From an optimization exercise on the open Yosys and OpenROAD flow, aimed at small area and a short achievable clock period; shortcuts taken in it are not production practice.
At most, simulation tests tie the RTL to the original design; equivalence was not proved.
Function not checked in runs 1 to 4: the RTL went through the layout flow alone.
Power figures rest on the tool's default switching activity, not on a simulated workload.

File: flow/config.mk
export PLATFORM = sky130hd
export DESIGN_NAME = yuv422_to_rgb
export DESIGN_NICKNAME = yuv422_to_rgb
export VERILOG_FILES = /design/flow/design.v
export SDC_FILE = /design/flow/constraint.sdc
export NUM_CORES = 4
export LEC_CHECK = 0
export ABC_AREA = 1
export CAP_MARGIN = 20
export CORE_MARGIN = 2
export CORE_UTILIZATION = 40
export SETUP_SLACK_MARGIN = 2.1
export SLEW_MARGIN = 20
File: flow/constraint.sdc
create_clock -name core_clock -period 4.5 [get_ports {clk}]
set_input_delay 0.9000 -clock core_clock [delete_from_list [all_inputs] [get_ports {clk}]]
set_output_delay 0.9000 -clock core_clock [all_outputs]
set_load 0.01 [all_outputs]
File: flow/design.v
module yuv422_to_rgb
(
    input       wire        clk     ,
    input       wire        cke     ,
    input       wire        yuv_hs  ,
    input       wire        yuv_vs  ,
    input       wire        yuv_de  ,
    input       wire [9 :0] yuv_y   ,
    input       wire [9 :0] yuv_c   ,
    output      wire        rgb_hs  ,
    output      wire        rgb_vs  ,
    output      wire        rgb_de  ,
    output      wire [23:0] rgb_dat
);
wire [7:0] y8 = yuv_y[9:2];
wire [7:0] c8 = yuv_c[9:2];
wire [7:0] y_cl = (y8[7:4] == 4'd0) ? 8'd16 : (y8 > 8'd235) ? 8'd235 : y8;
wire [7:0] c_cl = (c8[7:4] == 4'd0) ? 8'd16 : (c8[7:4] == 4'd15) ? 8'd239 : c8;
reg  [2:0] sy1, sy2, sy3, sy4, sy5, sy6;        
reg  [7:0] y1, c1;                               
reg  [7:0] y2, cbuf;  reg cr;                    
reg  [7:0] y3, p_u, p_v;  reg [12:0] p_25u;      
reg  [6:0] t_l;  reg t_c;  reg [3:0] t_h;  reg t_c2;  reg [4:0] t_u;    
reg  [9:0] p_l;  reg p_c;  reg [3:0] p_h;  reg p_c2;  reg [3:0] p_u4;
reg  [5:0] m_l;  reg m_c;  reg [7:0] m_g;
reg  [6:0] c_l;  reg c_c;  reg [8:0] c_h;
reg  [9:0] r_h, g_h, b_h;                        
reg  [2:0] r_c;  reg r_x1, r_x2;  reg [1:0] g_c;  reg [5:0] g_x;  reg [1:0] b_c;  reg b_x;
reg  [7:0] o_r, o_g, o_b;                        
wire [15:0] tyh;
assign tyh[0] = 16'h0000 >> y3[7:4];
assign tyh[1] = 16'h0000 >> y3[7:4];
assign tyh[2] = 16'h0000 >> y3[7:4];
assign tyh[3] = 16'h0000 >> y3[7:4];
assign tyh[4] = 16'haaaa >> y3[7:4];
assign tyh[5] = 16'hcccc >> y3[7:4];
assign tyh[6] = 16'h5a5a >> y3[7:4];
assign tyh[7] = 16'h936c >> y3[7:4];
assign tyh[8] = 16'hb6da >> y3[7:4];
assign tyh[9] = 16'hdb6c >> y3[7:4];
assign tyh[10] = 16'h1c70 >> y3[7:4];
assign tyh[11] = 16'hb52a >> y3[7:4];
assign tyh[12] = 16'h264c >> y3[7:4];
assign tyh[13] = 16'h3870 >> y3[7:4];
assign tyh[14] = 16'h3f80 >> y3[7:4];
assign tyh[15] = 16'hc000 >> y3[7:4];
wire [11:0] tyl;
assign tyl[0] = 16'haaaa >> y3[3:0];
assign tyl[1] = 16'hcccc >> y3[3:0];
assign tyl[2] = 16'h5a5a >> y3[3:0];
assign tyl[3] = 16'h936c >> y3[3:0];
assign tyl[4] = 16'hb6da >> y3[3:0];
assign tyl[5] = 16'hdb6c >> y3[3:0];
assign tyl[6] = 16'h1c70 >> y3[3:0];
assign tyl[7] = 16'hb52a >> y3[3:0];
assign tyl[8] = 16'h264c >> y3[3:0];
assign tyl[9] = 16'h3870 >> y3[3:0];
assign tyl[10] = 16'h3f80 >> y3[3:0];
assign tyl[11] = 16'hc000 >> y3[3:0];
wire [17:0] tph;
assign tph[0] = 16'h0000 >> p_v[7:4];
assign tph[1] = 16'h0000 >> p_v[7:4];
assign tph[2] = 16'h0000 >> p_v[7:4];
assign tph[3] = 16'h0000 >> p_v[7:4];
assign tph[4] = 16'h2aaa >> p_v[7:4];
assign tph[5] = 16'h4ccc >> p_v[7:4];
assign tph[6] = 16'h0f0f >> p_v[7:4];
assign tph[7] = 16'h0ff0 >> p_v[7:4];
assign tph[8] = 16'h5aaa >> p_v[7:4];
assign tph[9] = 16'h3999 >> p_v[7:4];
assign tph[10] = 16'h52d2 >> p_v[7:4];
assign tph[11] = 16'h631c >> p_v[7:4];
assign tph[12] = 16'h294a >> p_v[7:4];
assign tph[13] = 16'h18c6 >> p_v[7:4];
assign tph[14] = 16'h2d6b >> p_v[7:4];
assign tph[15] = 16'h318c >> p_v[7:4];
assign tph[16] = 16'h41f0 >> p_v[7:4];
assign tph[17] = 16'h7e00 >> p_v[7:4];
wire [13:0] tpl;
assign tpl[0] = 16'haaaa >> p_v[3:0];
assign tpl[1] = 16'hcccc >> p_v[3:0];
assign tpl[2] = 16'hf0f0 >> p_v[3:0];
assign tpl[3] = 16'hff00 >> p_v[3:0];
assign tpl[4] = 16'haaaa >> p_v[3:0];
assign tpl[5] = 16'h6666 >> p_v[3:0];
assign tpl[6] = 16'hb4b4 >> p_v[3:0];
assign tpl[7] = 16'hc738 >> p_v[3:0];
assign tpl[8] = 16'had6a >> p_v[3:0];
assign tpl[9] = 16'h9ce6 >> p_v[3:0];
assign tpl[10] = 16'hd6b4 >> p_v[3:0];
assign tpl[11] = 16'he738 >> p_v[3:0];
assign tpl[12] = 16'h07c0 >> p_v[3:0];
assign tpl[13] = 16'hf800 >> p_v[3:0];
wire [12:0] u25  = {cbuf, 4'b0000} + {cbuf, 3'b000} + cbuf;
wire [7:0]  t_lo = tyh[6:0] + tyl[6:0];
wire [4:0]  t_hi = tyh[10:7] + tyl[10:7];
wire [4:0]  t_up = tyh[15:11] + tyl[11];
wire [10:0] p_lo = tph[9:0] + tpl[9:0];
wire [4:0]  p_hi = tph[13:10] + tpl[13:10];
wire [6:0]  m_lo = p_v[5:0] + p_25u[5:0];
wire [7:0]  c_lo = {1'b0, p_u[7:2]} + {p_u[5:0], 1'b0} + 7'd16;
wire [8:0]  c_hi = {p_u, 1'b0} + p_u[7:6] - 9'd21;
wire [7:0]  m_hi = 8'd149 - p_v[7:6] - p_25u[12:6];
wire [11:0] r_lo = {t_l, 2'b00} + p_l + {p_c, t_c, 9'd0};
wire [9:0]  r_hi = {t_u, t_h} + {p_u4, p_h, 1'b0};
wire [11:0] g_lo = {t_l, 3'b000} + {2'b00, ~p_l} + {2'b00, ~m_l, 4'b0000} + 12'd81;
wire [9:0]  ga  = {1'b0, t_u, t_h};
wire [9:0]  gb  = {2'b00, ~p_u4, ~p_h};
wire [9:0]  gm  = {2'b00, m_g} - 10'd16;
wire [9:0]  gs1 = ga ^ gb ^ gm;
wire [9:0]  gc1 = {(ga[8:0] & gb[8:0]) | (ga[8:0] & gm[8:0]) | (gb[8:0] & gm[8:0]), 1'b0};
wire [9:0]  g_hi = gs1 + gc1;
wire [5:0]  g_xx = t_c + {~p_c} + {~m_c} + {t_c2, 4'b0000} + {~p_c2, 4'b0000};
wire [8:0]  b_lo = t_l + c_l + {t_c, 7'd0} + {c_c, 7'd0};
wire [9:0]  b_hi = {t_u, t_h} + c_h;
function [7:0] sat;
    input [9:0] z;
    sat = z[9] ? 8'd255 : (z[8] ? z[7:0] : 8'd0);
endfunction
always @(posedge clk) begin
    if (cke) begin
        sy1 <= {yuv_hs, yuv_vs, yuv_de};
        sy2 <= sy1; sy3 <= sy2; sy4 <= sy3; sy5 <= sy4; sy6 <= sy5;
        y1 <= y_cl;
        c1 <= c_cl;
        y2 <= y1;
        cr <= sy1[0] & ~cr;
        if (sy1[0] & ~cr) cbuf <= c1;
        y3 <= y2;
        if (sy1[0] & cr) begin
            p_u   <= cbuf;
            p_v   <= c1;
            p_25u <= u25;
        end
        t_l <= t_lo[6:0];  t_c <= t_lo[7];   t_h <= t_hi[3:0];  t_c2 <= t_hi[4];  t_u <= t_up;
        p_l <= p_lo[9:0];  p_c <= p_lo[10];  p_h <= p_hi[3:0];  p_c2 <= p_hi[4];  p_u4 <= tph[17:14];
        m_l <= m_lo[5:0];  m_c <= m_lo[6];   m_g <= m_hi;
        c_l <= c_lo[6:0];  c_c <= c_lo[7];   c_h <= c_hi;
        r_h <= r_hi;  r_c <= r_lo[11:9];  r_x1 <= t_c2;  r_x2 <= p_c2;
        g_h <= g_hi;  g_c <= g_lo[11:10];  g_x <= g_xx;
        b_h <= b_hi;  b_c <= b_lo[8:7];  b_x <= t_c2;
        o_r <= sat(r_h + r_c + {r_x2, r_x1, 4'b0000});
        o_g <= sat(g_h + g_c + g_x);
        o_b <= sat(b_h + b_c + {b_x, 4'b0000});
    end
end
assign {rgb_hs, rgb_vs, rgb_de} = sy6;
assign rgb_dat = {o_r, o_g, o_b};
endmodule
File: flow/flow/run.sh
#!/bin/bash
# Standard ORFS layout (the standard.sh) with changes that do not touch the design:
#  - ports are buffered with buf_1 instead of the default delay-cell choice
#  - CTS: no dummy load cells, chosen clock buffers and sink cluster size
set -o pipefail
export BUFFER_PORTS_ARGS="-buffer_cell sky130_fd_sc_hd__buf_1"
export CTS_ARGS="-sink_clustering_enable -repair_clock_nets -dont_use_dummy_load -buf_list sky130_fd_sc_hd__clkbuf_8 -sink_clustering_size 16 -sink_clustering_max_diameter 100"
bash standard.sh > standard.log 2>&1
File: flow/standard.sh
#!/bin/bash
# synth_recipe.tcl (not shown) runs the flow's synth.tcl, then flattens the netlist and writes it again
# the make line also repeats each setting of config.mk as NAME=value (left out here)
make -C /OpenROAD-flow-scripts/flow DESIGN_CONFIG=/design/flow/config.mk WORK_HOME=/design/flow/orfs CLKGATE_MAP_FILE= SYNTH_SCRIPT=/design/flow/synth_recipe.tcl "${@:-finish}"
==> results of run 1 <==
## cell usage in the layout (no fill, tap or decap), types with 8 or more instances in the layout
cell type	n
nand2_1	244
edfxtp_1	222
inv_1	206
ha_1	142
a21oi_1	65
nand3_1	64
nor2_1	53
buf_1	46
xor2_1	43
buf_4	36
o21ai_0	34
fa_1	30
nand4_1	21
inv_2	18
clkbuf_8	17
xnor2_1	16
ha_4	11
nand2_2	10
o21ai_1	8
## cells by family (layout without fill, tap and decap cells)
kind of cell             after synthesis  count (layout)  share of synthesized area [%]
flip-flops                           222             222                           49.5
AO/OA/AOI/OAI                        152             152                           6.35
buffers and inverters                235             326                           6.64
adder cells (fa/ha/maj)              195             195                           20.1
XOR/XNOR                              60              60                           3.90
AND/OR/NAND/NOR                      421             421                           13.5
## final cells by class
type	instances	area share, %
Clock buffer	17	1.57
Multi-Input combinational cell	828	41.2
Tap cell	448	3.75
Timing Repair Buffer	85	3.23
Sequential cell	222	44.6
Inverter	224	5.63
## worst reg2reg max path: stages (launching register included)
cell and delay [ps]:
edfxtp_1 400, inv_2 80, fa_1 420, inv_1 70, ha_2 170, inv_2 40
fa_2 410, nor2_4 160, nand3_2 80, o211ai_1 80, nand2_1 90, inv_2 130
nand2_1 60
## sequential cells by signal, indices dropped and copies added, names as in the netlist, 9 cells and up
signal	count
c_h	9
p_l	10
b_h	10
r_h	10
p_25u	10
g_h	10
## report_power, final
part | total (mW) | switching, mW | internal (mW) | leakage [nW]
clock | 0.954 | 0.612 | 0.342 | 0.122
sequential | 2.85 | 0.175 | 2.68 | 2.15
combinational | 1.93 | 1.12 | 0.812 | 4.39
total | 5.74 | 1.90 | 3.83 | 6.67
## timing repair
action                                  4_1_cts  5_1_grt
hold buffers                                  0        0
gates resized for setup                       8       53
endpoints found under the setup margin       21       27
pin swaps                                     1       30
buffers inserted                             13       21
## worst min path at each step
stage / slack, ps / depth (start not counted) / to
6_report: 430 / 0 / sy3[1]$_DFFE_PP_
5_1_grt: 440 / 0 / sy3[2]$_DFFE_PP_
4_1_cts: 430 / 0 / y3[6]$_DFFE_PP_
3_5_place_dp: 400 / 0 / y3[2]$_DFFE_PP_
3_3_place_gp: 400 / 0 / sy4[2]$_DFFE_PP_
2_1_floorplan: 400 / 0 / sy2[1]$_DFFE_PP_
## routing by layer
layer | part of all wire [%] | vias up | global-route usage [%]
met3 | 3.1 | 32 | 1.63
met2 | 48 | 132 | 24.1
met1 | 46 | 3836 | 17.8
met5 | 0 | - | 0
met4 | 2.3 | 0 | 3.42
li1 | - | 4473 | -
## stage by stage
step	hold slack, ps	util, %
floorplan	400	-
global placement	401	42.5
detailed placement	405	42.6
CTS	429	43.6
global route	439	44.8
finish	426	44.8
==> flow_summary.ini, run 1 <==
[timing]
relSlewSlack_pct = 30.5
setup_ws_ps = 2070
fin_crit_sh_pct = 54.0
drv_slew = 0
setup_tns_ps = 0
fin_skew_ps = 21.0
rsz0062_at_grt = true
finalHoldViolCount = 0
fmax_ghz = 0.412
worstMarginPinSlew_ps = 1040
final-setup-viol-count = 0
period_minus_slack_ps = 2430

[grt]
grt_pass1_wl_mm = 39.4
grt_max_degree = 189
grt_overflow = 0
grt_pass1_vias = 8193
grt_antenna_before_repair = 0
track_usage_pct = 13.6

[clock_network]
clock_path_buffers = 3
insertion_delay_ps = 530
cts_buffers = 17
cts.clk_slew.worst_paths_ps = 110
cts.sinks = 222
cts_tree = yes
h-tree-depth = 1
clock-root-buffer = clkbuf_8

[cells_and_area]
diodes = 0
stdcell_area_sq_um = 14900
drive_above_1_share_pct = 9.74
layout.cells.non_filler = 1824
final_nets = 1598
fill_cells = 3195
syn_to_final_growth_pct = 10.9
multi_input_area_sq_um = 6150
seq_area_sq_um = 6670

[worst_hold_path]
hold_path_class = flop to flop
min-delay-start = sy2[1]$_DFFE_PP_

[drt]
vias_per_cell = 4.65
drc_errors = 0
drtPass1Iterations = 5
num_vias = 8473
wl_mm = 23.7
drtIter0Drc = 382
drtAntennaViolNets = 0
drt-wirelength-per-cell_microns = 13.0

[place]
placed_cell_area_sq_um = 14200
dp_hpwl_mm = 17.6
dp_slack_ps = 1890
portBuffers = 47
place_congestion = 0.873
placedCellCount = 1773

[synth]
ys.warnings.count = 1
synth_area_leaders = edfxtp_1 50%, ha_1 15%, nand2_1 6.9%
netlist_instances = 1285
synth_most_common_cell = nand2_1
yosys_most_used_dff = edfxtp_1
async_flop_share_pct = 0
yosysSeqAreaShare_pct = 49.5
synth_area_sq_um = 13500
synth_top_area_share_pct = 49.5
synth.distinct_cells = 39
yosys.area.top_type = edfxtp_1
synth_seq_cells = 222
syn_nets = 1505
synth_edf_count = 222
syn_area_per_cell_sq_um = 10.5
synth_common_cells = 249 x nand2_1, 222 x edfxtp_1, 218 x inv_1, 159 x ha_1, 69 x a21oi_1

[critical_path]
rr_worst_depth = 12
startpoint = g_x[1]$_DFFE_PP_
cp.arrival_ps = 2710
r2r-start = g_x[1]$_DFFE_PP_
critPathMaxStageDelay_ps = 420
crit_chain = inv_2 -> fa_1 -> inv_1 -> ha_2 -> inv_2 -> fa_2 -> nor2_4 -> nand3_2 -> o211ai_1 -> nand2_1 -> inv_2 -> nand2_1
cp_num_buf_inv = 4
worstSetupPathType = flop to flop
crit_top_cell = inv_2
r2r-end = o_g[2]$_SDFFCE_PP1P_
end_kind = flop
r2r_slack_ps = 2070
start_kind = flop
cp_top_family = adder cells
path_max_fanout = 8
worstSetupEndpoint = o_g[2]$_SDFFCE_PP1P_
critPathSlowestCell = fa_1
path_depth = 12
critPathRequiredTime_ps = 4780

[die]
die_h_microns = 187
die-area_sq_um = 35200
core_sq_um = 33400
rows = 67
fp.dieW_microns = 187
ioPinCount = 52
start_util_pct = 40.4

[power_and_ir_drop]
vdd_ir_drop_max_mv = 0.212
pwr_density_cell_nw_per_um2 = 384
p_leak_nw = 6.67
power_mw = 5.74

[flow_run]
cap_viol_max_count = 0

[status]
status = no timing/DRC/antenna violations
==> run 2: changes to the inputs <==
--- a/flow/config.mk
+++ b/flow/config.mk
@@ -9,5 +9,5 @@
 export CAP_MARGIN = 20
 export CORE_MARGIN = 2
 export CORE_UTILIZATION = 40
-export SETUP_SLACK_MARGIN = 2.1
+export SETUP_SLACK_MARGIN = 2.2
 export SLEW_MARGIN = 20
==> run 2 against run 1 <==
Synthesized cell count did not move. Final area rose by 2.4%. Sequential share of layout area fell by 1.0 points. Via count rose by 1.1%. Non-clock buffer count rose by 21. Combinational power rose by 4%. Die area did not move. Critical path type unchanged.
==> flow_summary.ini, run 2 <==
[status]
status = no timing/DRC/antenna violations

[grt]
grt_pass1_wl_mm = 39.8
grt_antenna_before_repair = 0
grt_pass1_vias = 8302
grt_overflow = 0
track_usage_pct = 13.8
grt_max_degree = 189

[drt]
vias_per_cell = 4.64
num_vias = 8565
drc_errors = 0
drtAntennaViolNets = 0
drtIter0Drc = 356
wl_mm = 24.2
drtPass1Iterations = 6
drt-wirelength-per-cell_microns = 13.1

[timing]
period_minus_slack_ps = 2350
relSlewSlack_pct = 29.8
worstMarginPinSlew_ps = 1050
rsz0062_at_grt = true
setup_ws_ps = 2150
fin_crit_sh_pct = 52.3
finalHoldViolCount = 0
drv_slew = 0
setup_tns_ps = 0
fmax_ghz = 0.425
final-setup-viol-count = 0
fin_skew_ps = 16.6
hold_slack_ps = 426

[cells_and_area]
syn_to_final_growth_pct = 13.5
final_cell_mix = 242 x nand2_1, 222 x edfxtp_1, 197 x inv_1
layout.cells.non_filler = 1845
multi_input_area_sq_um = 6330
diodes = 0
final_common_cell = nand2_1
fill_cells = 3154
stdcell_area_sq_um = 15300
final_nets = 1619
drive_above_1_share_pct = 13.7
seq_area_sq_um = 6670

[synth]
synth_area_sq_um = 13500
synth_most_common_cell = nand2_1
yosys.area.top_type = edfxtp_1
syn_nets = 1505
netlist_instances = 1285
ys.warnings.count = 1
synth_area_leaders = edfxtp_1 50%, ha_1 15%, nand2_1 6.9%
synth_edf_count = 222
synth_seq_cells = 222
synth.distinct_cells = 39
synth_top_area_share_pct = 49.5
yosys_most_used_dff = edfxtp_1
synth_common_cells = 249 x nand2_1, 222 x edfxtp_1, 218 x inv_1, 159 x ha_1, 69 x a21oi_1
syn_area_per_cell_sq_um = 10.5
async_flop_share_pct = 0
yosysSeqAreaShare_pct = 49.5

[critical_path]
start_kind = flop
r2r-end = o_g[0]$_SDFFCE_PP1P_
critPathRequiredTime_ps = 4780
critPathMaxStageDelay_ps = 410
startpoint = g_c[1]$_DFFE_PP_
cp_top_family = adder cells
critPathSlowestCell = fa_1
rr_worst_depth = 12
crit_top_cell = inv_2
r2r-start = g_c[1]$_DFFE_PP_
r2r_slack_ps = 2150
cp.arrival_ps = 2630
end_kind = flop
cp_num_buf_inv = 4
crit_chain = inv_2 -> fa_1 -> inv_1 -> ha_2 -> inv_2 -> fa_2 -> nor2_4 -> nand3_2 -> o211ai_1 -> nand2_1 -> inv_2 -> nand2_1
worstSetupPathType = flop to flop
path_max_fanout = 8

[clock_network]
h-tree-depth = 1
postCtsHoldBufs = 0
insertion_delay_ps = 530
cts_buffers = 17
clock_path_buffers = 3
cts.clk_slew.worst_paths_ps = 110
clock-root-buffer = clkbuf_8
cts.sinks = 222
cts_tree = yes

[die]
start_util_pct = 40.4
core_sq_um = 33400
ioPinCount = 52
die_h_microns = 187
die-area_sq_um = 35200
fp.dieW_microns = 187
rows = 67

[flow_run]
cap_viol_max_count = 0

[power_and_ir_drop]
vdd_ir_drop_max_mv = 0.214
p_leak_nw = 6.78
pwr_density_cell_nw_per_um2 = 380

[place]
place_congestion = 0.873
dp_hpwl_mm = 17.6
dp_slack_ps = 1890
portBuffers = 47
placedCellCount = 1773
placed_cell_area_sq_um = 14200

[worst_hold_path]
hold_path_depth = 0
whs_endpoint = sy3[1]$_DFFE_PP_
hold_path_class = flop to flop
min-delay-start = sy2[1]$_DFFE_PP_
## run 2: cell counts after synthesis
Identical to the previous run, type by type.
## run 2: final cells by class
type,instances,area share [%]
Sequential cell,222,43.6
Multi-Input combinational cell,828,41.4
Inverter,224,5.52
Timing Repair Buffer,106,4.28
Tap cell,448,3.67
Clock buffer,17,1.53
## run 2: logic make-up after synthesis
group	after synthesis	synth area share, %
simple gates	421	13.5
xor+xnor	60	3.90
fa+ha+maj	195	20.1
compound gates	152	6.35
flops	222	49.5
buf+inv	235	6.64
## run 2: worst register-to-register path, cell delays in order, from the launching register on
cell and delay [ps]:
edfxtp_1 400, inv_2 70, fa_1 410, inv_1 70, ha_2 180, inv_2 40
fa_2 360, nor2_4 130, nand3_2 90, o211ai_1 80, nand2_1 90, inv_2 120
nand2_1 70
## run 2: layer usage
layer	up-vias	track usage (%)	routed length (microns)
met4	0	3.39	545
li1	4517	-	-
met2	115	24.7	11900
met3	34	1.73	650
met1	3899	17.6	11000
met5	-	0	0
## run 2: worst max path at each step
| stage | cells after the start | slack (ps) | endpoint |
|---|---|---|---|
| floorplan | 10 | 2220 | g_h[9]$_DFFE_PP_ |
| global placement | 11 | 1910 | g_c[1]$_DFFE_PP_ |
| detailed placement | 11 | 1890 | g_c[1]$_DFFE_PP_ |
| CTS | 12 | 2110 | o_g[0]$_SDFFCE_PP1P_ |
| global route | 14 | 1980 | o_g[7]$_SDFFCE_PP1P_ |
| finish | 12 | 2150 | o_g[0]$_SDFFCE_PP1P_ |
## run 2: repair_timing
| item | CTS | global route |
|---|---|---|
| setup endpoints to repair | 27 | 33 |
| resized for setup | 29 | 84 |
| pin swaps | 14 | 47 |
| setup buffers | 23 | 32 |
## run 2: where the power goes
group	internal (mW)	switching, mW
Sequential	2.68	0.171
Clock	0.342	0.609
Combinational	0.859	1.14
Total	3.88	1.92
## run 2: metrics by stage
| stage | power, mW | utilization, % |
|---|---|---|
| CTS | 5.71 | 44.1 |
| global placement | 4.60 | 42.5 |
| global route | 6.28 | 45.8 |
| floorplan | 4.19 | - |
| detailed placement | 4.65 | 42.6 |
| finish | 5.80 | 45.8 |
==> run 3: changes to the inputs <==
--- a/flow/design.v
+++ b/flow/design.v
@@ -23,7 +23,7 @@
 reg  [6:0] t_l;  reg t_c;  reg [3:0] t_h;  reg t_c2;  reg [4:0] t_u;    
 reg  [9:0] p_l;  reg p_c;  reg [3:0] p_h;  reg p_c2;  reg [3:0] p_u4;
 reg  [5:0] m_l;  reg m_c;  reg [7:0] m_g;
-reg  [6:0] c_l;  reg c_c;  reg [8:0] c_h;
+reg  [7:0] u4;
 reg  [9:0] r_h, g_h, b_h;                        
 reg  [2:0] r_c;  reg r_x1, r_x2;  reg [1:0] g_c;  reg [5:0] g_x;  reg [1:0] b_c;  reg b_x;
 reg  [7:0] o_r, o_g, o_b;                        
@@ -98,8 +98,6 @@
 wire [10:0] p_lo = tph[9:0] + tpl[9:0];
 wire [4:0]  p_hi = tph[13:10] + tpl[13:10];
 wire [6:0]  m_lo = p_v[5:0] + p_25u[5:0];
-wire [7:0]  c_lo = {1'b0, p_u[7:2]} + {p_u[5:0], 1'b0} + 7'd16;
-wire [8:0]  c_hi = {p_u, 1'b0} + p_u[7:6] - 9'd21;
 wire [7:0]  m_hi = 8'd149 - p_v[7:6] - p_25u[12:6];
 wire [11:0] r_lo = {t_l, 2'b00} + p_l + {p_c, t_c, 9'd0};
 wire [9:0]  r_hi = {t_u, t_h} + {p_u4, p_h, 1'b0};
@@ -111,8 +109,8 @@
 wire [9:0]  gc1 = {(ga[8:0] & gb[8:0]) | (ga[8:0] & gm[8:0]) | (gb[8:0] & gm[8:0]), 1'b0};
 wire [9:0]  g_hi = gs1 + gc1;
 wire [5:0]  g_xx = t_c + {~p_c} + {~m_c} + {t_c2, 4'b0000} + {~p_c2, 4'b0000};
-wire [8:0]  b_lo = t_l + c_l + {t_c, 7'd0} + {c_c, 7'd0};
-wire [9:0]  b_hi = {t_u, t_h} + c_h;
+wire [8:0]  b_lo = t_l + {1'b0, u4[7:2]} + {u4[5:0], 1'b0} + {t_c, 7'd0} + 7'd16;
+wire [9:0]  b_hi = {t_u, t_h} + {u4, 1'b0} + u4[7:6] - 10'd21;
 function [7:0] sat;
     input [9:0] z;
     sat = z[9] ? 8'd255 : (z[8] ? z[7:0] : 8'd0);
@@ -135,7 +133,7 @@
         t_l <= t_lo[6:0];  t_c <= t_lo[7];   t_h <= t_hi[3:0];  t_c2 <= t_hi[4];  t_u <= t_up;
         p_l <= p_lo[9:0];  p_c <= p_lo[10];  p_h <= p_hi[3:0];  p_c2 <= p_hi[4];  p_u4 <= tph[17:14];
         m_l <= m_lo[5:0];  m_c <= m_lo[6];   m_g <= m_hi;
-        c_l <= c_lo[6:0];  c_c <= c_lo[7];   c_h <= c_hi;
+        u4  <= p_u;
         r_h <= r_hi;  r_c <= r_lo[11:9];  r_x1 <= t_c2;  r_x2 <= p_c2;
         g_h <= g_hi;  g_c <= g_lo[11:10];  g_x <= g_xx;
         b_h <= b_hi;  b_c <= b_lo[8:7];  b_x <= t_c2;
==> run 3 against run 2 <==
Power up 2.5%. Largest cell class unchanged. Sequential share of layout area fell by 0.73 points. Register-to-register slack lost 30 ps. Non-clock buffer count decreased by 3. Critical path type unchanged.
==> flow_summary.ini, run 3 <==
[place]
placedCellCount = 1743
portBuffers = 47
dp_hpwl_mm = 17.7
dp_slack_ps = 1920
place_congestion = 0.857
placed_cell_area_sq_um = 13800

[clock_network]
cts_buffers = 17
cts_tree = yes
clock-root-buffer = clkbuf_8
clock_path_buffers = 3
cts.clk_slew.worst_paths_ps = 100
h-tree-depth = 1
cts.sinks = 213
postCtsHoldBufs = 0
insertion_delay_ps = 520

[drt]
num_vias = 8509
dr_wl_met2_mm = 12.0
drtIter0Drc = 417
drtAntennaViolNets = 0
wl_mm = 24.3
drt-wirelength-per-cell_microns = 13.4
drc_errors = 0
drtPass1Iterations = 7
m1WireLength_mm = 11.0
vias_per_cell = 4.69
routed-wl-met3_microns = 768
top_layer_used = met4

[cells_and_area]
fill_cells = 3024
layout.cells.non_filler = 1814
syn_to_final_growth_pct = 13.9
final_common_cell = nand2_1
diodes = 0
stdcell_area_sq_um = 14900
final_cell_mix = 226 x nand2_1, 213 x edfxtp_1, 200 x inv_1
final_nets = 1591
drive_above_1_share_pct = 15.9

[worst_hold_path]
hold_path_class = flop to flop
min-delay-start = p_u[5]$_DFFE_PP_
whs_endpoint = u4[5]$_DFFE_PP_
hold_path_depth = 0

[synth]
synth_common_cells = 240 x nand2_1, 237 x inv_1, 213 x edfxtp_1, 153 x ha_1
ys.warnings.count = 1
synth_top_family_by_area = adder cells
yosys_most_used_dff = edfxtp_1
synth_xor_xnor_area_share_pct = 3.61
yosysSeqAreaShare_pct = 48.8
yosys.area.top_type = edfxtp_1
netlist_instances = 1264
synth_edf_count = 213
synth.distinct_cells = 40
synth_compound_gate_area_share_pct = 5.96
async_flop_share_pct = 0
syn_nets = 1481
synth-simple-area-share_pct = 13.7
synth_most_common_cell = nand2_1
synthMuxAreaShare_pct = 0
syn_area_per_cell_sq_um = 10.4
synth_area_leaders = edfxtp_1 49%, ha_1 15%, nand2_1 6.9%
synth_fa_ha_area_share_pct = 20.6
synth_area_sq_um = 13100
synth_seq_cells = 213
synth_top_area_share_pct = 48.8

[timing]
finalHoldViolCount = 0
drv_slew = 0
final-setup-viol-count = 0
relSlewSlack_pct = 33.3
rsz0062_at_grt = true
setup_tns_ps = 0
fmax_ghz = 0.419
fin_skew_ps = 26.9
setup_ws_ps = 2110
worstMarginPinSlew_ps = 993
hold_slack_ps = 417
fin_crit_sh_pct = 53.0
period_minus_slack_ps = 2390

[critical_path]
r2r_slack_ps = 2110
path_max_fanout = 8
r2r-end = o_g[3]$_SDFFCE_PP1P_
rr_worst_depth = 12
critPathRequiredTime_ps = 4760
end_kind = flop
cp.arrival_ps = 2650
start_kind = flop
worstSetupPathType = flop to flop
r2r-start = g_c[1]$_DFFE_PP_

[die]
core_sq_um = 32400
fp.dieW_microns = 185
start_util_pct = 40.5
rows = 66
die-area_sq_um = 34200
ioPinCount = 52
die_h_microns = 185

[flow_run]
cap_viol_max_count = 0

[grt]
grt_overflow = 0
grt_max_degree = 163
grt_antenna_before_repair = 0
grt_pass1_vias = 8081
grt_pass1_wl_mm = 39.4
track_usage_pct = 14.4

[power_and_ir_drop]
pwr_density_cell_nw_per_um2 = 399
p_leak_nw = 6.66
vdd_ir_drop_max_mv = 0.187

[status]
status = no timing/DRC/antenna violations
[run 3: cells by family after synthesis]
family,after synthesis
adder cells (fa/ha/maj),192
XOR/XNOR,54
AO/OA/AOI/OAI,140
AND/OR/NAND/NOR,411
flip-flops,213
buffers and inverters,254
[run 3: worst max path at each step]
| stage | startpoint | end | slack [ps] | cells past startpoint |
|---|---|---|---|---|
| 4_1_cts | g_x[1]$_DFFE_PP_ | o_g[1]$_SDFFCE_PP1P_ | 2080 | 12 |
| 3_5_place_dp | p_v[6]$_DFFE_PP_ | p_c$_DFFE_PP_ | 1920 | 10 |
| 3_3_place_gp | p_v[6]$_DFFE_PP_ | p_c$_DFFE_PP_ | 1940 | 10 |
| 2_1_floorplan | m_g[4]$_DFFE_PP_ | g_h[9]$_DFFE_PP_ | 2220 | 10 |
| 6_report | g_c[1]$_DFFE_PP_ | o_g[3]$_SDFFCE_PP1P_ | 2110 | 12 |
| 5_1_grt | g_c[1]$_DFFE_PP_ | o_g[3]$_SDFFCE_PP1P_ | 2000 | 12 |
[run 3: metrics by stage]
stage / util [%] / power [mW]
after floorplan: - / 4.21
after global placement: 42.6 / 4.67
after detailed placement: 42.6 / 4.72
after CTS: 44.6 / 5.84
after global routing: 46.1 / 6.45
final: 46.1 / 5.95
[run 3: metal layers]
| layer | vias up | global-route usage (%) |
|---|---|---|
| met3 | 36 | 1.87 |
| met5 | - | 0 |
| li1 | 4387 | - |
| met4 | 0 | 3.97 |
| met2 | 125 | 25.4 |
| met1 | 3961 | 18.6 |
[run 3: area by class of cell]
type	count	area [sq um]	share of cell area, %
multi-input cells	797	6180	41.4
clock buffers	17	234	1.57
repair buffers	103	639	4.29
well taps	442	553	3.71
inverters	242	915	6.13
flip-flops and latches	213	6400	42.9
[run 3: what timing repair did]
item / in CTS / in global routing
pin swaps: 33 / 57
setup endpoints to repair: 30 / 34
gates cloned: 0 / 0
setup buffers: 27 / 27
resized for setup: 47 / 92
[run 3: critical path, stage by stage, from the launching register on]
cell and delay (ps):
edfxtp_1 400, inv_2 70, fa_1 410, inv_1 70
ha_2 200, inv_2 40, fa_2 360, nor2_4 160
nand3_2 70, o211ai_1 80, nand2_1 90, inv_2 130
nand2_1 70
[run 3: power breakdown]
part	total, mW	leakage (nW)	switching (mW)	internal [mW]
clock network	0.948	0.122	0.606	0.342
registers	2.77	2.06	0.172	2.59
logic	2.23	4.47	1.29	0.947
total	5.95	6.66	2.07	3.88
==> run 4: changes to the inputs <==
--- a/flow/config.mk
+++ b/flow/config.mk
@@ -9,5 +9,5 @@
 export CAP_MARGIN = 20
 export CORE_MARGIN = 2
 export CORE_UTILIZATION = 40
-export SETUP_SLACK_MARGIN = 2.2
+export SETUP_SLACK_MARGIN = 2.1
 export SLEW_MARGIN = 20
==> run 4 against run 3 <==
Combinational power shrank 5%. Routed wire length shrank 2.5%. Non-clock buffer count shrank 16. Area after synthesis is the same. Flip-flop and latch count is the same. Global-route usage shrank 0.28 points. Clock power is essentially flat. Highest routed layer unchanged. Synthesized cell count is the same. Cell count shrank 0.88%. Register-to-register slack is essentially flat. First-iteration DRC count shrank 4.3%.
==> flow_summary.ini, run 4 <==
[status]
status = no timing/DRC/antenna violations

[timing]
fmax_ghz = 0.420
rsz0062_at_grt = true
setup_tns_ps = 0
finalHoldViolCount = 0
worstMarginPinSlew_ps = 993
period_minus_slack_ps = 2380
drv_slew = 0
fin_crit_sh_pct = 53.0
hold_slack_ps = 418
relSlewSlack_pct = 33.3
fin_skew_ps = 29.5
final-setup-viol-count = 0

[critical_path]
critPathMaxStageDelay_ps = 520
worstSetupPathType = flop to flop
critPathRequiredTime_ps = 4760
cp.arrival_ps = 2640
cp_top_family = adder cells
r2r-start = p_v[4]$_DFFE_PP_
rr_worst_depth = 9
path_max_fanout = 6
critPathSlowestCell = edfxtp_1
start_kind = flop
r2r_slack_ps = 2120
crit_top_cell = nand2_1
r2r-end = p_c$_DFFE_PP_
end_kind = flop
crit_chain = ha_1 -> nand2_1 -> o21ai_0 -> ha_2 -> fa_1 -> nand3_1 -> nand2_1 -> a21oi_1 -> o21bai_1
cp_num_buf_inv = 0

[synth]
syn_nets = 1481
synth_top_area_share_pct = 48.8
yosys_most_used_dff = edfxtp_1
synth_common_cells = 240 x nand2_1, 237 x inv_1, 213 x edfxtp_1, 153 x ha_1
synth_edf_count = 213
synth_area_sq_um = 13100
netlist_instances = 1264
syn_area_per_cell_sq_um = 10.4
synth_area_leaders = edfxtp_1 49%, ha_1 15%, nand2_1 6.9%
synth_seq_cells = 213
synth.distinct_cells = 40
synth_most_common_cell = nand2_1
yosysSeqAreaShare_pct = 48.8
yosys.area.top_type = edfxtp_1
async_flop_share_pct = 0
ys.warnings.count = 1

[clock_network]
cts.clk_slew.worst_paths_ps = 100
cts_tree = yes
clock-root-buffer = clkbuf_8
h-tree-depth = 1
cts.sinks = 213
clock_path_buffers = 3
cts_buffers = 17
insertion_delay_ps = 520

[drt]
drt-wirelength-per-cell_microns = 13.2
num_vias = 8396
drtIter0Drc = 399
vias_per_cell = 4.67
drc_errors = 0
wl_mm = 23.7
drtAntennaViolNets = 0
drtPass1Iterations = 5

[cells_and_area]
syn_to_final_growth_pct = 11.2
seq_area_sq_um = 6400
final_cell_mix = 233 x nand2_1, 217 x inv_1, 213 x edfxtp_1
drive_above_1_share_pct = 10.8
multi_input_area_sq_um = 5960
final_nets = 1575
fill_cells = 3052
final_common_cell = nand2_1
diodes = 0

[die]
fp.dieW_microns = 185
ioPinCount = 52
die-area_sq_um = 34200
start_util_pct = 40.5
rows = 66
die_h_microns = 185
core_sq_um = 32400

[worst_hold_path]
hold_path_depth = 0
whs_endpoint = u4[4]$_DFFE_PP_
min-delay-start = p_u[4]$_DFFE_PP_
hold_path_class = flop to flop

[grt]
grt_pass1_vias = 7969
grt_max_degree = 163
grt_overflow = 0
track_usage_pct = 14.1
grt_pass1_wl_mm = 38.6
grt_antenna_before_repair = 0

[power_and_ir_drop]
pwr_density_cell_nw_per_um2 = 400
p_leak_nw = 6.58
power_mw = 5.83
vdd_ir_drop_max_mv = 0.186

[place]
portBuffers = 47
dp_hpwl_mm = 17.7
place_congestion = 0.857

[flow_run]
cap_viol_max_count = 0
run 4: cell counts after synthesis:
Identical to the previous run, type by type.
run 4: kinds of logic (layout without fill, tap and decap cells):
logic type               after synthesis  in the layout  share of synthesized area (%)
AO/OA/AOI/OAI                        140            140                           5.96
XOR/XNOR                              54             54                           3.61
adder cells (fa/ha/maj)              192            192                           20.6
buffers and inverters                254            346                           7.36
flip-flops                           213            213                           48.8
AND/OR/NAND/NOR                      411            411                           13.7
run 4: final cells by class:
cell class	count	area share, %
timing repair buffer	87	3.47
sequential	213	43.9
inverter	242	6.26
tap	442	3.80
clock buffer	17	1.61
multi-input combinational	797	40.9
run 4: timing repair:
action | 4_1_cts | 5_1_grt
gates resized for setup | 25 | 40
setup endpoints to repair | 23 | 30
endpoints found under the hold margin | 0 | 0
buffers inserted | 13 | 25
pin swaps | 12 | 34
cloned | 0 | 0
hold buffers | 0 | 0
run 4: worst reg2reg max path, delay by kind of cell (launching register included):
kind / cells / cell delay [ps]
compound gates: 3 / 420
flops: 1 / 520
simple gates: 3 / 280
fa+ha+maj: 3 / 910
run 4: how the worst max path moves through the flow:
stage | startpoint | to | slack, ps | cells after the start
2_1_floorplan | m_g[4]$_DFFE_PP_ | g_h[9]$_DFFE_PP_ | 2220 | 10
3_3_place_gp | p_v[6]$_DFFE_PP_ | p_c$_DFFE_PP_ | 1940 | 10
3_5_place_dp | p_v[6]$_DFFE_PP_ | p_c$_DFFE_PP_ | 1920 | 10
4_1_cts | g_x[1]$_DFFE_PP_ | o_g[1]$_SDFFCE_PP1P_ | 2080 | 12
5_1_grt | t_l[3]$_DFFE_PP_ | g_c[1]$_DFFE_PP_ | 1990 | 11
6_report | p_v[4]$_DFFE_PP_ | p_c$_DFFE_PP_ | 2120 | 9
run 4: metrics by stage:
| stage | util, % | cell area, sq um | instances | setup WS, ps |
|---|---|---|---|---|
| after global routing | 45.0 | 14600 | 1798 | 1990 |
| after detailed placement | 42.6 | 13800 | 1743 | 1920 |
| after global placement | 42.6 | 13800 | 1743 | 1940 |
| after floorplan | - | 13100 | 1264 | 2220 |
| final | 45.0 | 14600 | 1798 | 2120 |
| after CTS | 44.0 | 14200 | 1773 | 2080 |
run 4: metal layers:
| metal | track usage [%] | vias up | part of all wire, % | wire length (microns) |
|---|---|---|---|---|
| li1 | - | 4357 | - | - |
| met1 | 18.4 | 3881 | 46 | 10900 |
| met2 | 24.5 | 122 | 49 | 11500 |
| met3 | 1.93 | 36 | 3.1 | 730 |
| met4 | 4.10 | 0 | 2.1 | 504 |
| met5 | 0 | - | 0 | 0 |
run 4: power breakdown:
part	switching [mW]	total (mW)	internal, mW
clock network	0.604	0.946	0.342
logic	1.23	2.11	0.876
registers	0.176	2.77	2.60
total	2.01	5.83	3.81
==> run 5: changes to the inputs <==
--- a/flow/design.v
+++ b/flow/design.v
@@ -25,7 +25,7 @@
 reg  [5:0] m_l;  reg m_c;  reg [7:0] m_g;
 reg  [7:0] u4;
 reg  [9:0] r_h, g_h, b_h;                        
-reg  [2:0] r_c;  reg r_x1, r_x2;  reg [1:0] g_c;  reg [5:0] g_x;  reg [1:0] b_c;  reg b_x;
+reg  [2:0] r_c;  reg [1:0] g_c, g_x;  reg [1:0] b_c;  reg x_t, x_p;
 reg  [7:0] o_r, o_g, o_b;                        
 wire [15:0] tyh;
 assign tyh[0] = 16'h0000 >> y3[7:4];
@@ -108,7 +108,7 @@
 wire [9:0]  gs1 = ga ^ gb ^ gm;
 wire [9:0]  gc1 = {(ga[8:0] & gb[8:0]) | (ga[8:0] & gm[8:0]) | (gb[8:0] & gm[8:0]), 1'b0};
 wire [9:0]  g_hi = gs1 + gc1;
-wire [5:0]  g_xx = t_c + {~p_c} + {~m_c} + {t_c2, 4'b0000} + {~p_c2, 4'b0000};
+wire [1:0]  g_xx = t_c + {~p_c} + {~m_c};
 wire [8:0]  b_lo = t_l + {1'b0, u4[7:2]} + {u4[5:0], 1'b0} + {t_c, 7'd0} + 7'd16;
 wire [9:0]  b_hi = {t_u, t_h} + {u4, 1'b0} + u4[7:6] - 10'd21;
 function [7:0] sat;
@@ -134,12 +134,13 @@
         p_l <= p_lo[9:0];  p_c <= p_lo[10];  p_h <= p_hi[3:0];  p_c2 <= p_hi[4];  p_u4 <= tph[17:14];
         m_l <= m_lo[5:0];  m_c <= m_lo[6];   m_g <= m_hi;
         u4  <= p_u;
-        r_h <= r_hi;  r_c <= r_lo[11:9];  r_x1 <= t_c2;  r_x2 <= p_c2;
+        r_h <= r_hi;  r_c <= r_lo[11:9];
         g_h <= g_hi;  g_c <= g_lo[11:10];  g_x <= g_xx;
-        b_h <= b_hi;  b_c <= b_lo[8:7];  b_x <= t_c2;
-        o_r <= sat(r_h + r_c + {r_x2, r_x1, 4'b0000});
-        o_g <= sat(g_h + g_c + g_x);
-        o_b <= sat(b_h + b_c + {b_x, 4'b0000});
+        b_h <= b_hi;  b_c <= b_lo[8:7];
+        x_t <= t_c2;  x_p <= p_c2;
+        o_r <= sat(r_h + r_c + {x_p, x_t, 4'b0000});
+        o_g <= sat(g_h + g_c + g_x + {x_t, 4'b0000} + {~x_p, 4'b0000});
+        o_b <= sat(b_h + b_c + {x_t, 4'b0000});
     end
 end
 assign {rgb_hs, rgb_vs, rgb_de} = sy6;
==> run 5 against run 4 <==
Still clean. Area after synthesis fell by 0.88%. Core utilization rose by 0.56 points. Clock power fell by 2.5%. Sequential share of layout area fell by 0.18 points. Clock skew rose by 22 ps. Routed wire length rose by 0.13%. First-iteration DRC count fell by 28%. Power fell by 1.3%. Synthesized cell count fell by 0.63%. Non-clock buffer count rose by 3. Count of clock-buffer cells in the layout did not move. Cell count fell by 0.67%.
==> flow_summary.ini, run 5 <==
[place]
portBuffers = 47
dp_hpwl_mm = 18.1
place_congestion = 0.885

[power_and_ir_drop]
pwr_density_cell_nw_per_um2 = 397
switching_share_pct = 34.5
clkPwrFrac_pct = 16.0
switching_power_mw = 1.98
vdd_ir_drop_max_mv = 0.179
p_leak_nw = 6.51
seqPwrFrac_pct = 47.7
p_int_mw = 3.77
pwr-share-comb_pct = 36.3

[clock_network]
postCtsHoldBufs = 0
insertion_delay_ps = 530
clock-root-buffer = clkbuf_8
clock_path_buffers = 3
cts_buffers = 17
h-tree-depth = 1
cts.sinks = 211
cts.clk_slew.worst_paths_ps = 100
cts_tree = yes

[die]
die-area_sq_um = 33900
rows = 65
start_util_pct = 40.8
ioPinCount = 52
fp.dieW_microns = 184
die_h_microns = 184
core_sq_um = 31800

[cells_and_area]
final_cell_mix = 231 x nand2_1, 211 x edfxtp_1, 210 x inv_1
final_nets = 1567
final_common_cell = nand2_1
diodes = 0
syn_to_final_growth_pct = 11.6
drive_above_1_share_pct = 11.6

[grt]
track_usage_pct = 14.2
grt_pass1_wl_mm = 38.5
grt_antenna_before_repair = 0
grt_pass1_vias = 7906
grt_max_degree = 109
grt_overflow = 0

[timing]
fmax_ghz = 0.409
drv_slew = 0
relSlewSlack_pct = 40.7
rsz0062_at_grt = true
hold_slack_ps = 361
finalHoldViolCount = 0
fin_skew_ps = 51.9
final-setup-viol-count = 0
period_minus_slack_ps = 2440
fin_crit_sh_pct = 54.3
setup_tns_ps = 0
worstMarginPinSlew_ps = 890

[critical_path]
critPathRequiredTime_ps = 4770
end_kind = flop
crit_chain = inv_2 -> fa_1 -> inv_1 -> ha_2 -> inv_2 -> fa_2 -> nor2_2 -> nand2_1 -> nand2_2 -> nand3_2 -> nand2_1 -> nand2_2 -> clkinv_4 -> nand2_1
start_kind = flop
critPathSlowestCell = fa_1
worstSetupPathType = flop to flop
crit_top_cell = nand2_1
path_max_fanout = 8
critPathMaxStageDelay_ps = 400
cp.arrival_ps = 2710

[synth]
netlist_instances = 1256
yosysSeqAreaShare_pct = 48.8
synth_most_common_cell = nand2_1
async_flop_share_pct = 0
yosys_most_used_dff = edfxtp_1
synth_common_cells = 246 x nand2_1, 232 x inv_1, 211 x edfxtp_1, 149 x ha_1, 67 x nand3_1
synth.distinct_cells = 39
synth_edf_count = 211
synth_top_area_share_pct = 48.8
ys.warnings.count = 1
syn_nets = 1470
synth_seq_cells = 211
synth_area_leaders = edfxtp_1 49%, ha_1 14%, nand2_1 7.1%
synth_area_sq_um = 13000
yosys.area.top_type = edfxtp_1
syn_area_per_cell_sq_um = 10.3

[drt]
drc_errors = 0
vias_per_cell = 4.70
drtIter0Drc = 286
drt-wirelength-per-cell_microns = 13.3
drtPass1Iterations = 5
num_vias = 8390
drtAntennaViolNets = 0
wl_mm = 23.8

[flow_run]
cap_viol_max_count = 0

[worst_hold_path]
hold_path_class = flop to flop

[status]
status = no timing/DRC/antenna violations
run 5: cell count changes after synthesis, moves of 3 or more:
cell     previous run  this run
nand2_1           240       246
inv_1             237       232
ha_1              153       149
nand3_1            63        67
o21a_1              2         5
o21ai_1             3         0
run 5: final cells by class:
cell class	count	area (sq um)
Multi-Input combinational cell	798	5970
Clock buffer	17	234
Sequential cell	211	6340
Timing Repair Buffer	90	515
Fill cell	2996	17300
Tap cell	435	544
Inverter	235	887
run 5: critical path: cells and delay by family (launching register included):
kind / cells / cell delay (ps)
adders and majority gates: 3 / 970
buffers and inverters: 4 / 270
DFF: 1 / 390
and+or+nand+nor: 7 / 580
run 5: final timing paths:
kind / from / to / slack [ps] / depth (start not counted)
max: g_x[1]$_DFFE_PP_ / o_g[2]$_SDFFCE_PP1P_ / 2060 / 14
min: sy2[0]$_DFFE_PP_ / sy3[0]$_DFFE_PP_ / 360 / 0
max reg2reg: g_x[1]$_DFFE_PP_ / o_g[2]$_SDFFCE_PP1P_ / 2060 / 14
min reg2reg: sy2[0]$_DFFE_PP_ / sy3[0]$_DFFE_PP_ / 360 / 0
run 5: per-stage QoR:
stage / area (sq um) / instances / power, mW / setup WS (ps) / utilization, %
floorplan: 13000 / 1256 / 4.16 / 2200 / -
global placement: 13700 / 1729 / 4.65 / 1940 / 43.0
detailed placement: 13700 / 1729 / 4.69 / 1940 / 43.0
CTS: 14100 / 1762 / 5.67 / 2100 / 44.3
global route: 14500 / 1786 / 6.21 / 1910 / 45.6
finish: 14500 / 1786 / 5.75 / 2060 / 45.6
run 5: what timing repair did:
action                     in CTS  in global routing
pin swaps                       2                 33
setup endpoints to repair      23                 29
buffers inserted               16                 24
resized for setup              17                 66
gates cloned                    0                  0
run 5: power groups by stage:
stage / Clock, mW / Combinational, mW / Sequential (mW)
finish: 0.922 / 2.09 / 2.74
global route: 1.03 / 2.40 / 2.78
CTS: 0.973 / 1.95 / 2.75
detailed placement: 0 / 1.88 / 2.80
global placement: 0 / 1.85 / 2.79
floorplan: 0 / 1.39 / 2.76
run 5: logic make-up after synthesis:
family                   count (synthesis)  synth area share (%)
adder cells (fa/ha/maj)                189                  20.5
XOR/XNOR                                54                  3.64
buffers and inverters                  247                  7.23
flip-flops                             211                  48.8
AND/OR/NAND/NOR                        413                  13.6
AO/OA/AOI/OAI                          142                  6.20
run 5: metal layers:
metal  GRT usage (%)  vias up  wire length [microns]
li1                -     4354                      -
met1            19.0     3880                  11000
met2            24.4      119                  11400
met3            1.68       37                    680
met4            4.03        0                    653
met5               0        -                      0
==> run 6: changes to the inputs <==
--- a/flow/config.mk
+++ b/flow/config.mk
@@ -9,5 +9,5 @@
 export CAP_MARGIN = 20
 export CORE_MARGIN = 2
 export CORE_UTILIZATION = 40
-export SETUP_SLACK_MARGIN = 2.1
+export SETUP_SLACK_MARGIN = 1.9
 export SLEW_MARGIN = 20
==> run 6 against run 5 <==
Non-clock buffer count down 21. Largest cell class unchanged. Via count down 0.80%. Combinational power decreased by 5%. Still clean on timing, DRC and antenna.
==> flow_summary.ini, run 6 <==
[synth]
ys.warnings.count = 1
synth_most_common_cell = nand2_1
yosysSeqAreaShare_pct = 48.8
synth_area_leaders = edfxtp_1 49%, ha_1 14%, nand2_1 7.1%
synth_common_cells = 246 x nand2_1, 232 x inv_1, 211 x edfxtp_1, 149 x ha_1, 67 x nand3_1
synth.distinct_cells = 39
netlist_instances = 1256
synth_seq_cells = 211
synth_edf_count = 211
synth_area_sq_um = 13000
synth_top_area_share_pct = 48.8
syn_area_per_cell_sq_um = 10.3
syn_nets = 1470
yosys_most_used_dff = edfxtp_1
yosys.area.top_type = edfxtp_1
async_flop_share_pct = 0

[grt]
grt_max_degree = 178
grt_overflow = 0
track_usage_pct = 14.0
grt_pass1_wl_mm = 38.1
grt_pass1_vias = 7926
grt_antenna_before_repair = 0

[clock_network]
clock_path_buffers = 3
insertion_delay_ps = 520
cts.clk_slew.worst_paths_ps = 110
h-tree-depth = 1
cts_buffers = 17
cts_tree = yes
cts.sinks = 211
clock-root-buffer = clkbuf_8

[power_and_ir_drop]
power_mw = 5.64
clkPwrFrac_pct = 16.4
p_int_mw = 3.70
pwr_density_cell_nw_per_um2 = 399
seqPwrFrac_pct = 48.6
vdd_ir_drop_max_mv = 0.238
switching_power_mw = 1.94
switching_share_pct = 34.4
pwr-share-comb_pct = 35.0
p_leak_nw = 6.42

[place]
dp_hpwl_mm = 17.8
portBuffers = 47
place_congestion = 0.884
placedCellCount = 1728

[cells_and_area]
seq_area_sq_um = 6340
multi_input_area_sq_um = 5770
diodes = 0
final_cell_mix = 237 x nand2_1, 226 x inv_1, 211 x edfxtp_1
drive_above_1_share_pct = 6.62
fill_cells = 3031
final_common_cell = nand2_1
layout.cells.non_filler = 1765
syn_to_final_growth_pct = 8.83
fin_util_pct = 44.4
final_nets = 1546

[critical_path]
crit_top_cell = nand2_1
critPathRequiredTime_ps = 4760
r2r_slack_ps = 2030
worstSetupPathType = flop to flop
cp.arrival_ps = 2730
end_kind = flop
crit_chain = inv_1 -> fa_1 -> inv_1 -> ha_1 -> ha_1 -> a21oi_2 -> o21a_1 -> nand2_1 -> nand2_1 -> nand2_1
critPathSlowestCell = fa_1
critPathMaxStageDelay_ps = 540
start_kind = flop
path_max_fanout = 2

[die]
start_util_pct = 40.8
core_sq_um = 31800
die-area_sq_um = 33900
fp.dieW_microns = 184
ioPinCount = 52
die_h_microns = 184
rows = 65

[timing]
setup_tns_ps = 0
fin_skew_ps = 52.2
hold_slack_ps = 369
fmax_ghz = 0.405
final-setup-viol-count = 0
worstMarginPinSlew_ps = 954
rsz0062_at_grt = true
fin_crit_sh_pct = 54.8
period_minus_slack_ps = 2470
finalHoldViolCount = 0
relSlewSlack_pct = 36.4
drv_slew = 0

[drt]
wl_mm = 23.1
routed-wl-met3_microns = 792
m1WireLength_mm = 10.7
drc_errors = 0
dr_wl_met2_mm = 11.0
num_vias = 8323
drt-wirelength-per-cell_microns = 13.1
drtPass1Iterations = 5
drtAntennaViolNets = 0
drtIter0Drc = 463
top_layer_used = met4
vias_per_cell = 4.72

[flow_run]
cap_viol_max_count = 0

[worst_hold_path]
hold_path_class = flop to flop

[status]
status = no timing/DRC/antenna violations
run 6: cell counts after synthesis:
No cell type changed its count.
run 6: path summary, 6_finish.rpt:
path / startpoint / to / cells past startpoint
max: t_l[4]$_DFFE_PP_ / g_c[0]$_DFFE_PP_ / 10
min: sy3[0]$_DFFE_PP_ / sy4[0]$_DFFE_PP_ / 0
max reg2reg: t_l[4]$_DFFE_PP_ / g_c[0]$_DFFE_PP_ / 10
min reg2reg: sy3[0]$_DFFE_PP_ / sy4[0]$_DFFE_PP_ / 0
run 6: what timing repair did:
action                                  in CTS  in global routing
setup buffers                                0                 19
endpoints found under the setup margin       2                 22
resized for setup                            1                 28
hold endpoints to repair                     0                  0
pin swaps                                    0                 13
hold buffers                                 0                  0
run 6: power by group through the flow:
stage	Combinational, mW	Sequential (mW)	Clock, mW
6_report	1.98	2.74	0.924
5_1_grt	2.30	2.79	1.04
4_1_cts	1.90	2.75	0.979
3_5_place_dp	1.89	2.80	0
3_3_place_gp	1.85	2.79	0
2_1_floorplan	1.39	2.77	0
run 6: metrics by stage:
stage	worst slack (ps)	instance area [sq um]
2_1_floorplan	2040	13000
3_3_place_gp	1930	13700
3_5_place_dp	1900	13700
4_1_cts	1930	13900
5_1_grt	1880	14100
6_report	2030	14100
run 6: routing by layer:
layer	track usage [%]	vias to the layer above
met3	1.82	29
met1	18.6	3852
li1	-	4306
met2	23.9	136
met4	3.94	0
met5	0	-
run 6: logic make-up (layout without fill, tap and decap cells):
logic type / Yosys count / count (layout) / share of synthesized area [%]
AND/OR/NAND/NOR: 413 / 413 / 13.6
adder cells (fa/ha/maj): 189 / 189 / 20.5
AO/OA/AOI/OAI: 142 / 142 / 6.20
buffers and inverters: 247 / 321 / 7.23
flip-flops: 211 / 211 / 48.8
XOR/XNOR: 54 / 54 / 3.64
run 6: layout make-up:
class,count,share of cell area (%)
sequential,211,44.8
tap,435,3.85
clock buffer,17,1.66
inverter,235,6.28
multi-input combinational,798,40.9
timing repair buffer,69,2.51
run 6: critical path: cells and delay by family, from the launching register on:
family | cells | cell delay (ps)
adder cells (fa/ha/maj) | 3 | 1150
flip-flops | 1 | 400
AO/OA/AOI/OAI | 2 | 300
AND/OR/NAND/NOR | 3 | 210
buffers and inverters | 2 | 150
==> run 7: changes to the inputs <==
--- a/flow/config.mk
+++ b/flow/config.mk
@@ -5,9 +5,8 @@
 export SDC_FILE = /design/flow/constraint.sdc
 export NUM_CORES = 4
 export LEC_CHECK = 0
-export ABC_AREA = 1
 export CAP_MARGIN = 20
 export CORE_MARGIN = 2
 export CORE_UTILIZATION = 40
-export SETUP_SLACK_MARGIN = 1.9
+export SETUP_SLACK_MARGIN = 2.0
 export SLEW_MARGIN = 20
==> run 7 against run 6 <==
Largest power group unchanged. Combinational power up 4%. Hold slack better by 15 ps. Cell count down 15%. Area after synthesis down 3.5%. Setup slack worse by 310 ps. Power up 2.3%. Fmax down 11%. Critical endpoint unchanged.
==> flow_summary.ini, run 7 <==
[drt]
drtIter0Drc = 488
num_vias = 7287
wl_mm = 22.5
drtPass1Iterations = 4
drt-wirelength-per-cell_microns = 14.9
drtAntennaViolNets = 0
vias_per_cell = 4.85
drc_errors = 0

[timing]
fmax_ghz = 0.360
setup_tns_ps = 0
period_minus_slack_ps = 2770
finalHoldViolCount = 0
worstMarginPinSlew_ps = 910
relSlewSlack_pct = 39.3
fin_crit_sh_pct = 61.7
setup_ws_ps = 1730
fin_skew_ps = 83.1
hold_slack_ps = 384
drv_slew = 0
rsz0062_at_grt = true
final-setup-viol-count = 0

[die]
ioPinCount = 52
die_h_microns = 181
core_sq_um = 30700
fp.dieW_microns = 181
die-area_sq_um = 32700
start_util_pct = 40.7
rows = 64

[synth]
synth_area_sq_um = 12500
syn_nets = 1221
synth_seq_cells = 211
syn_area_per_cell_sq_um = 12.4
yosys_most_used_dff = edfxtp_1
netlist_instances = 1007
synth_edf_count = 211
synth.distinct_cells = 56
synth_top_area_share_pct = 50.6
synth_area_leaders = edfxtp_1 51%, ha_1 15%, fa_1 6.4%
synth_common_cells = 211 x edfxtp_1, 152 x inv_1, 149 x ha_1, 56 x a21oi_1, 47 x xnor2_1
synth_most_common_cell = edfxtp_1
yosysSeqAreaShare_pct = 50.6
yosys.area.top_type = edfxtp_1
async_flop_share_pct = 0
ys.warnings.count = 1

[grt]
grt_pass1_vias = 7214
grt_antenna_before_repair = 0
track_usage_pct = 13.6
grt_pass1_wl_mm = 36.0
grt_max_degree = 163
grt_overflow = 0

[cells_and_area]
final_common_cell = edfxtp_1
final_cell_mix = 211 x edfxtp_1, 130 x inv_1, 128 x ha_1
fin_util_pct = 46.1
syn_to_final_growth_pct = 13.2
fill_cells = 2819
layout.cells.non_filler = 1504
drive_above_1_share_pct = 14.6
diodes = 0
final_nets = 1324

[clock_network]
h-tree-depth = 1
clock_path_buffers = 3
cts_tree = yes
clock-root-buffer = clkbuf_8
cts.sinks = 211
cts_buffers = 17
cts.clk_slew.worst_paths_ps = 100
insertion_delay_ps = 530
postCtsHoldBufs = 0

[place]
dp_hpwl_mm = 16.1
place_congestion = 0.826
dp_slack_ps = 1670
placedCellCount = 1435
portBuffers = 47

[power_and_ir_drop]
pwr_density_cell_nw_per_um2 = 407
p_leak_nw = 5.83
vdd_ir_drop_max_mv = 0.177

[critical_path]
rr_worst_depth = 10
path_max_fanout = 2
r2r-start = t_l[4]$_DFFE_PP_
cp.arrival_ps = 3030
start_kind = flop
end_kind = flop
r2r_slack_ps = 1730
critPathRequiredTime_ps = 4760
worstSetupPathType = flop to flop
r2r-end = g_c[0]$_DFFE_PP_

[worst_hold_path]
hold_path_class = flop to flop
whs_endpoint = cbuf[7]$_DFFE_PP_
min-delay-start = c1[7]$_SDFFCE_PN0P_
hold_path_depth = 0

[flow_run]
cap_viol_max_count = 0

[status]
status = no timing/DRC/antenna violations
## run 7: cell families after synthesis
family          after synthesis  synth area share [%]
compound gates              184                  9.31
xor+xnor                     84                  5.93
fa+ha+maj                   189                  21.3
buf+inv                     169                  5.08
flops                       211                  50.6
mux                          22                  2.19
simple gates                148                  5.61
## run 7: area by class of cell
type	instances	area, sq um	area share, %
Clock buffer	17	234	1.65
Inverter	152	571	4.02
Multi-Input combinational cell	627	5910	41.7
Sequential cell	211	6340	44.7
Tap cell	396	495	3.50
Timing Repair Buffer	101	628	4.43
## run 7: power by group
part	total [mW]	switching (mW)	leakage, nW	internal [mW]
Combinational	2.05	1.09	3.66	0.957
Sequential	2.80	0.197	2.04	2.60
Clock	0.929	0.588	0.122	0.341
## run 7: worst max-delay path, cell delays in order, from the launching register on
cell      delay (ps)
edfxtp_1         400
inv_2             70
fa_1             530
inv_1             50
ha_1             330
ha_4             230
and4_1           180
a221o_1          300
a21o_1           170
a21oi_2          170
xnor2_1           90
## run 7: metal layers
metal | vias to the layer above | global-route usage [%] | share of wire (%) | routed length [microns]
met5 | - | 0 | 0 | 0
met1 | 3431 | 17.8 | 46 | 10300
met2 | 93 | 24.0 | 49 | 11100
li1 | 3730 | - | - | -
met4 | 0 | 3.64 | 2.5 | 561
met3 | 33 | 1.67 | 2.5 | 557
## run 7: worst max-delay path by stage
stage	startpoint	end	cells past startpoint	slack (ps)
floorplan	m_l[1]$_DFFE_PP_	g_c[0]$_DFFE_PP_	9	1840
global placement	p_v[7]$_DFFE_PP_	p_c$_DFFE_PP_	9	1690
detailed placement	t_l[4]$_DFFE_PP_	g_c[0]$_DFFE_PP_	10	1670
CTS	t_l[2]$_DFFE_PP_	g_c[0]$_DFFE_PP_	10	1700
global route	t_l[4]$_DFFE_PP_	g_c[0]$_DFFE_PP_	10	1640
finish	t_l[4]$_DFFE_PP_	g_c[0]$_DFFE_PP_	10	1730
## run 7: timing repair
item | in CTS | in global routing
setup endpoints to repair | 26 | 26
gates cloned | 0 | 0
setup buffers | 39 | 13
pin swaps | 35 | 38
gates resized for setup | 36 | 47
## run 7: per-stage QoR
stage / cell area [sq um] / total power, mW
finish: 14200 / 5.77
global route: 14200 / 6.20
CTS: 13900 / 5.72
detailed placement: 13200 / 4.61
global placement: 13200 / 4.56
floorplan: 12600 / 4.12
==> run 8: changes to the inputs <==
--- a/flow/config.mk
+++ b/flow/config.mk
@@ -5,6 +5,7 @@
 export SDC_FILE = /design/flow/constraint.sdc
 export NUM_CORES = 4
 export LEC_CHECK = 0
+export ABC_AREA = 1
 export CAP_MARGIN = 20
 export CORE_MARGIN = 2
 export CORE_UTILIZATION = 40
==> run 8 against run 7 <==
Combinational power is essentially flat. Area after synthesis is 3.7% higher. Clock power is 0.5% lower.
==> flow_summary.ini, run 8 <==
[status]
status = no timing/DRC/antenna violations

[timing]
final-setup-viol-count = 0
relSlewSlack_pct = 36.0
fin_crit_sh_pct = 54.1
fmax_ghz = 0.410
setup_tns_ps = 0
drv_slew = 0
rsz0062_at_grt = true
fin_skew_ps = 51.6

[critical_path]
critPathMaxStageDelay_ps = 410
critPathRequiredTime_ps = 4760
cp_top_family = adder cells
cp.arrival_ps = 2700
r2r-start = g_x[1]$_DFFE_PP_
startpoint = g_x[1]$_DFFE_PP_
crit_chain = inv_2 -> fa_1 -> inv_1 -> ha_2 -> inv_2 -> fa_2 -> nor2_4 -> nand2_2 -> nand2_4 -> nand3_2 -> nand2_1 -> nand2_2 -> clkinv_4 -> nand2_2
end_kind = flop
start_kind = flop
critPathSlowestCell = fa_2

[synth]
netlist_instances = 1256
synth_top_area_share_pct = 48.8
synth_edf_count = 211
synth_area_leaders = edfxtp_1 49%, ha_1 14%, nand2_1 7.1%
synth_seq_cells = 211
synth_most_common_cell = nand2_1
synth.distinct_cells = 39
async_flop_share_pct = 0
ys.warnings.count = 1
synth_area_sq_um = 13000
yosys.area.top_type = edfxtp_1

[flow_run]
cap_viol_max_count = 0

[clock_network]
insertion_delay_ps = 520
cts_tree = yes
clock-root-buffer = clkbuf_8
cts_buffers = 17
h-tree-depth = 1
clock_path_buffers = 3
cts.sinks = 211

[place]
place_congestion = 0.884
dp_hpwl_mm = 17.8

[cells_and_area]
final_nets = 1558
drive_above_1_share_pct = 8.72
fill_cells = 3017
final_cell_mix = 236 x nand2_1, 219 x inv_1, 211 x edfxtp_1
final_common_cell = nand2_1

[drt]
drtIter0Drc = 448
drt-wirelength-per-cell_microns = 13.2
vias_per_cell = 4.72
drtPass1Iterations = 5
num_vias = 8380
wl_mm = 23.4
drc_errors = 0
drtAntennaViolNets = 0

[grt]
grt_pass1_wl_mm = 38.1
grt_max_degree = 178
grt_antenna_before_repair = 0
track_usage_pct = 14.0
grt_pass1_vias = 7956

[power_and_ir_drop]
seqPwrFrac_pct = 47.9
p_leak_nw = 6.48
pwr-share-comb_pct = 35.9
clkPwrFrac_pct = 16.1
switching_power_mw = 1.98
p_int_mw = 3.75
vdd_ir_drop_max_mv = 0.238
switching_share_pct = 34.5

[worst_hold_path]
hold_path_class = flop to flop
min-delay-start = sy3[0]$_DFFE_PP_

[die]
die_h_microns = 184
start_util_pct = 40.8
rows = 65
## run 8: cell types whose count changed after synthesis, sizes merged, moves of 7 or more
| cell | previous run | this run |
|---|---|---|
| xnor2 | 47 | 11 |
| clkbuf | 14 | 7 |
| o21bai | 16 | 8 |
| nand3 | 21 | 68 |
| nor2 | 42 | 56 |
| nand2b | 8 | 0 |
| inv | 152 | 234 |
| nand2 | 41 | 257 |
| nand4 | 3 | 18 |
| mux2i | 15 | 0 |
| a21o | 23 | 5 |
## run 8: kinds of logic after synthesis
| kind of cell | Yosys count | synth area share [%] |
|---|---|---|
| buffers and inverters | 247 | 7.23 |
| DFF | 211 | 48.8 |
| xor gates and xnor gates | 54 | 3.64 |
| adders and majority gates | 189 | 20.5 |
| AOI/OAI and AO/OA | 142 | 6.20 |
| and+or+nand+nor | 413 | 13.6 |
## run 8: power groups by stage
| stage | sequential [mW] | clock, mW | combinational, mW |
|---|---|---|---|
| finish | 2.74 | 0.924 | 2.06 |
| global route | 2.78 | 1.04 | 2.38 |
| CTS | 2.75 | 0.979 | 1.91 |
| detailed placement | 2.80 | 0 | 1.89 |
| global placement | 2.79 | 0 | 1.85 |
| floorplan | 2.77 | 0 | 1.39 |
## run 8: final cells by class
cell class	count	area [sq um]	area share, %
clock buffer	17	234	1.63
inverter	235	887	6.20
multi-input combinational	798	5870	41.0
sequential	211	6340	44.3
tap	435	544	3.80
timing repair buffer	81	449	3.14
## run 8: path summary, 6_finish.rpt
| check | depth (start not counted) | slack [ps] | endpoint |
|---|---|---|---|
| max | 14 | 2060 | o_g[0]$_SDFFCE_PP1P_ |
| min | 0 | 370 | sy4[0]$_DFFE_PP_ |
| max reg2reg | 14 | 2060 | o_g[0]$_SDFFCE_PP1P_ |
| min reg2reg | 0 | 370 | sy4[0]$_DFFE_PP_ |
## run 8: worst register-to-register path, stage by stage (launching register included)
cell and delay, ps:
edfxtp_1 390, inv_2 70, fa_1 400, inv_1 70
ha_2 180, inv_2 40, fa_2 410, nor2_4 110
nand2_2 70, nand2_4 80, nand3_2 60, nand2_1 80
nand2_2 70, clkinv_4 90, nand2_2 50
## run 8: what timing repair did
action | CTS | global route
buffers inserted | 3 | 28
pin swaps | 0 | 24
setup endpoints to repair | 14 | 24
gates resized for setup | 6 | 45
## run 8: through the flow
step,hold slack (ps),cell area (sq um),std cells,total power [mW],util (%)
2_1_floorplan,400,13000,1256,4.16,-
3_3_place_gp,402,13700,1728,4.65,43.0
3_5_place_dp,405,13700,1728,4.69,43.0
4_1_cts,366,13900,1748,5.64,43.9
5_1_grt,366,14300,1777,6.20,45.0
6_report,369,14300,1777,5.72,45.0
## run 8: routing by layer
layer | track usage (%) | up-vias | share of wire (%)
li1 | - | 4333 | -
met1 | 18.6 | 3870 | 46
met2 | 23.9 | 146 | 48
met3 | 1.82 | 31 | 3.8
met4 | 3.97 | 0 | 2.5
met5 | 0 | - | 0

Setup slack of run 8, layout unchanged: 2.063 ns with ideal ports, 2.063 ns with driving cells assumed (clock clkbuf_16, inputs buf_2), 2.063 ns with port delays also shifted by the 0.541 ns mid clock arrival.
